Context: an optimization exercise on an open-source flow, tuned for small area, a short achievable clock period and few clock cycles per item. The choices shown serve that exercise and are no tape-out recipe. Function was checked by simulation only, so behaviour that the tests miss may differ from the original. Power figures rest on the tool's default switching activity, not on a simulated workload. The clock port is modelled as an ideal driver; clocking choices that lean on that would not hold on a real chip.

Setup of try-ember:
==> flow/design.v <==
module mm_top(
    input  logic       clk,
    input  logic       rst,
    input  logic       read,
    input  logic       start,
    input  logic [7:0] in_data,
    input  logic [2:0] ram_slot,
    output logic       finish,
    output logic [8:0] out_data
);
    localparam int W0 = 17, W1 = 17, W2 = 15, W3 = 13;
    localparam int RW = W0 + W1 + W2 + W3;   
    localparam int O1 = W0, O2 = W0 + W1, O3 = W0 + W1 + W2;
    typedef enum logic [1:0] {IDLE = 2'd0, COMP = 2'd1, READ = 2'd2} state_t;
    state_t     state, state_n;
    logic [4:0] u, u_n;      
    logic [2:0] slot_q;      
    logic       fin_q;
    logic [1:0] g;           
    wire idle  = (state == IDLE);
    wire cmd_c = idle && start;
    wire cmd_r = idle && !start && read;
    always_comb begin
        state_n = state;
        u_n = u + 5'd1;
        case (state)
            IDLE: begin
                u_n = (cmd_c || cmd_r) ? 5'd1 : 5'd0;
                if (cmd_c) state_n = COMP;
                else if (cmd_r) state_n = READ;
            end
            COMP: if (u == 5'd31) state_n = IDLE;
            default: if (u == 5'd0) begin
                state_n = IDLE;
                u_n = 5'd0;
            end
        endcase
        if (rst) begin
            state_n = IDLE;
            u_n = 5'd0;
        end
    end
    always_ff @(posedge clk) begin
        g <= g + 2'd1;
        state <= state_n;
        u <= u_n;
        fin_q <= !rst && (state == COMP) && (u == 5'd30);
        if (idle) slot_q <= ram_slot;
    end
    assign finish = fin_q;
    logic [7:0] din_q;
    logic       v1, v2;
    logic [4:0] n1, n2;
    logic [2:0] d1, d2;
    logic [7:0] hs_q;        
    logic [7:0] we_q;        
    always_ff @(posedge clk) begin
        din_q <= in_data;
        v1 <= !rst && (cmd_c || state == COMP);
        n1 <= u;
        d1 <= idle ? ram_slot : slot_q;
        v2 <= v1;
        n2 <= n1;
        d2 <= d1;
        hs_q <= 8'd1 << ((!rst && (cmd_c || state == COMP)) ? (idle ? ram_slot : slot_q) : slot_q);
        for (int x = 0; x < 8; x++) we_q[x] <= v1 && (d1 == 3'(x));
    end
    logic [7:0] kh;
    always_ff @(posedge clk) kh <= 8'd1 << u[4:2];
    wire [14:0] a = 15'(din_q);
    function automatic logic [14:0] pick(input logic s, input logic [14:0] v);
        pick = s ? v : 15'd0;
    endfunction
    wire [14:0] a0 = pick(kh[0] | kh[5] | kh[7], a << 1) | pick(kh[1], a << 4)
                   | pick(kh[2] | kh[3], a << 7) | pick(kh[4], a << 3) | pick(kh[6], a);
    wire [14:0] b0 = pick(kh[0] | kh[5], a) | pick(kh[1], a << 2)
                   | pick(kh[2], ~(a << 3)) | pick(kh[3], ~a);
    wire [14:0] c0 = pick(kh[1], a << 1) | pick(kh[2], a);
    wire        n0 = kh[2] | kh[3];
    wire [14:0] a1 = pick(kh[0], a << 3) | pick(kh[1] | kh[4], a << 7)
                   | pick(kh[2] | kh[7], a << 1) | pick(kh[3] | kh[5], a << 2) | pick(kh[6], a);
    wire [14:0] b1 = pick(kh[1], ~(a << 2)) | pick(kh[4], ~(a << 3)) | pick(kh[5], a << 1);
    wire [14:0] c1 = pick(kh[1], a);
    wire        n1b = kh[1] | kh[4];
    wire [14:0] a2 = pick(kh[0] | kh[4], a << 4) | pick(kh[1], a << 5)
                   | pick(kh[2] | kh[3] | kh[7], a << 1) | pick(kh[5], a << 3) | pick(kh[6], a);
    wire [14:0] b2 = pick(kh[0], a << 1) | pick(kh[1], a << 3) | pick(kh[2] | kh[5], a);
    wire [14:0] a3 = pick(kh[0] | kh[6], a) | pick(kh[1] | kh[5], a << 3)
                   | pick(kh[2], a << 2) | pick(kh[4] | kh[7], a << 1);
    wire [14:0] b3 = pick(kh[1], a << 1) | pick(kh[5], a << 2);
    logic [14:0] p0, p1, p2, p3;
    always_ff @(posedge clk) begin
        p0 <= a0 + b0 + c0 + 15'(n0);
        p1 <= a1 + b1 + c1 + 15'(n1b);
        p2 <= a2 + b2;
        p3 <= a3 + b3;
    end
    wire last2  = (n2[4:2] == 3'd7);
    logic [RW-1:0] nheads [0:7];
    logic [1:0]    bases [0:7];
    logic [8:0]    sp_out [0:7];
    logic [RW-1:0] head_q;
    logic [RW-1:0] nhead;
    always_comb begin
        nhead = '0;
        for (int x = 0; x < 8; x++) nhead = nhead | (hs_q[x] ? nheads[x] : '0);
    end
    always_ff @(posedge clk) head_q <= (v1 && n1[4:2] == 3'd0) ? '0 : nhead;
    wire  [RW-1:0] head = head_q;
    wire [RW-1:0] ah = head;
    wire [W0-1:0] s0 = ah[O1-1:0]  + W0'(p0);
    wire [W1-1:0] s1 = ah[O2-1:O1] + W1'(p1);
    wire [W2-1:0] s2 = ah[O3-1:O2] + W2'(p2);
    wire [W3-1:0] s3 = ah[RW-1:O3] + W3'(p3);
    wire [RW-1:0] sum = {s3, s2, s1, s0};
    wire [4:0] u_p1 = u + 5'd1;
    wire       rd   = (state == READ);
    wire [1:0] i_n  = (rd && !rst) ? u_p1[2:1] : 2'd0;
    logic sp_use, sp_h;
    always_ff @(posedge clk) begin
        sp_use <= !(rd && !rst && u_p1[4:3] != 2'd0);
        sp_h   <= u_n[0];
    end
    for (genvar x = 0; x < 8; x++) begin : g_slot
        logic [RW-1:0] ring0, ring1, ring2, ring3;
        logic [1:0] base;    
        logic [1:0] pos;     
        wire we = we_q[x];
        always_ff @(posedge clk) begin
            ring0 <= ring1;
            ring1 <= ring2;
            ring2 <= ring3;
            ring3 <= we ? sum : ring0;
            if (we && last2 && n2[1:0] == 2'd0) base <= g;
            pos <= base + i_n - g - 2'd1;
        end
        assign nheads[x] = ring1;
        assign bases[x] = base;
        logic [16:0] c0;
        always_comb begin
            case (pos)
                2'd0: c0 = ring0[16:0];
                2'd1: c0 = ring1[16:0];
                2'd2: c0 = ring2[16:0];
                default: c0 = ring3[16:0];
            endcase
        end
        assign sp_out[x] = sp_h ? {1'b0, c0[16:9]} : c0[8:0];
    end
    wire [1:0] hrow_n = g + 2'd1 - bases[slot_q];
    wire [5:0] m_a = 6'((6'(u) + 6'd3) >> 1);
    wire [5:0] m_b = m_a + 6'd1;
    wire rd_n = rd;
    wire ok_a = rd_n && m_a >= 6'd4 && m_a <= 6'd15 && m_a[1:0] == hrow_n;
    wire ok_b = rd_n && m_b >= 6'd4 && m_b <= 6'd15 && m_b[1:0] == hrow_n;
    wire [5:0] m_f = ok_a ? m_a : m_b;
    logic f_en0, f_en1;
    logic [1:0] f_col;
    always_ff @(posedge clk) begin
        f_en0 <= (ok_a || ok_b) && !m_f[0];
        f_en1 <= (ok_a || ok_b) &&  m_f[0];
        f_col <= m_f[3:2];
    end
    logic [16:0] hcol;
    always_comb begin
        case (f_col)
            2'd0: hcol = head[O1-1:0];
            2'd1: hcol = head[O2-1:O1];
            2'd2: hcol = 17'(head[O3-1:O2]);
            default: hcol = 17'(head[RW-1:O3]);
        endcase
    end
    logic [16:0] hold0, hold1;
    logic [7:0]  hi_q;
    logic [8:0]  out_q;
    logic        o_par;
    always_ff @(posedge clk) o_par <= u_p1[1];
    wire  [16:0] hold_m = o_par ? hold1 : hold0;
    wire  [2:0]  rslot = idle ? ram_slot : slot_q;
    always_ff @(posedge clk) begin
        if (f_en0) hold0 <= hcol;
        if (f_en1) hold1 <= hcol;
        hi_q <= hold_m[16:9];
        if (sp_use)     out_q <= sp_out[rslot];
        else if (!sp_h) out_q <= hold_m[8:0];
        else            out_q <= {1'b0, hi_q};
    end
    assign out_data = out_q;
endmodule
Settings: LEC_CHECK=0, ABC_AREA=1, CAP_MARGIN=20, CORE_MARGIN=2, CORE_UTILIZATION=40, SLEW_MARGIN=20; clock period 10.0 ns.
standard.sh (not shown) runs the stock make flow with config.mk's settings and CLKGATE_MAP_FILE= SYNTH_SCRIPT=/design/flow/synth_recipe.tcl, a recipe that flattens the netlist after the stock synthesis.
==> flow/flow/run.sh <==
#!/bin/bash
set -euo pipefail
bash standard.sh SETUP_SLACK_MARGIN=6.8 "CTS_ARGS=-sink_clustering_enable -repair_clock_nets -dont_use_dummy_load -sink_clustering_size 30 -sink_clustering_max_diameter 120" "BUFFER_PORTS_ARGS=-buffer_cell sky130_fd_sc_hd__buf_2" finish > standard_flow.log 2>&1
try-ember: no failed stages, no open violations at the end
Testbench counts of try-ember, summed over its fixed seeds: cycles 12,480, items 192.
diff inputs: try-ember => try-cedar
==> flow/flow/run.sh <==
#!/bin/bash
set -euo pipefail
bash standard.sh SETUP_SLACK_MARGIN=6.8 "CTS_ARGS=-sink_clustering_enable -repair_clock_nets -dont_use_dummy_load" "BUFFER_PORTS_ARGS=-buffer_cell sky130_fd_sc_hd__buf_2" finish > standard_flow.log 2>&1
Findings:
try-ember → try-cedar: total number of vias climbed 781; number of DRC violations after detailed-routing iteration 0 dropped 77; worst hold slack dropped 0.052 ns.
try-cedar and try-ember ended up with roughly the same combinational gate power.
Clock power (try-cedar vs. try-ember) increases by more than half
Per the comparison of try-cedar with try-ember, combinational share of power dropped 1.6 points, total length of routed wires rose by 1.6%, post-route fraction of the period consumed by the critical path rose by 0.68 points, peak fanout along the critical path roughly the same.
Between try-ember and try-cedar, the difference in placed instance area is negligible.
Compared to try-ember, try-cedar shows a narrower setup margin.

afterwards: timing with drivers on the ports:
Ports are ideal in the flow. The routed layouts listed here were re-timed in OpenROAD. Step 1 sets driving cells, clkbuf_16 on the clock port and buf_2 on the other inputs (assumed; they add their load-dependent delay and slew). Step 2 times the ports against the registers' clock, not the clock port: input delays grow and output delays shrink by t, the midpoint of the rising clock arrivals with the driver on. Three values: ideal ports, drivers, drivers and shift; two values: the first two.
run | shift t [ns] | slack for setup (ns) | worst setup path after step 2 | slew at the worst register clock pin (ns) | worst slew at a driven data input, ns
try-ember | 0.799 | 6.732 / 6.642 / 6.212 | input to register | 0.12 / 0.12 | 0.09
try-cedar | 0.900 | 6.664 / 6.578 / 6.141 | input to register | 0.07 / 0.07 | 0.08
After both steps setup and hold are still met in every run listed. For try-cedar, which loses most, drivers alone change the setup slack by -0.086 ns; drivers and shift together by -0.523 ns.
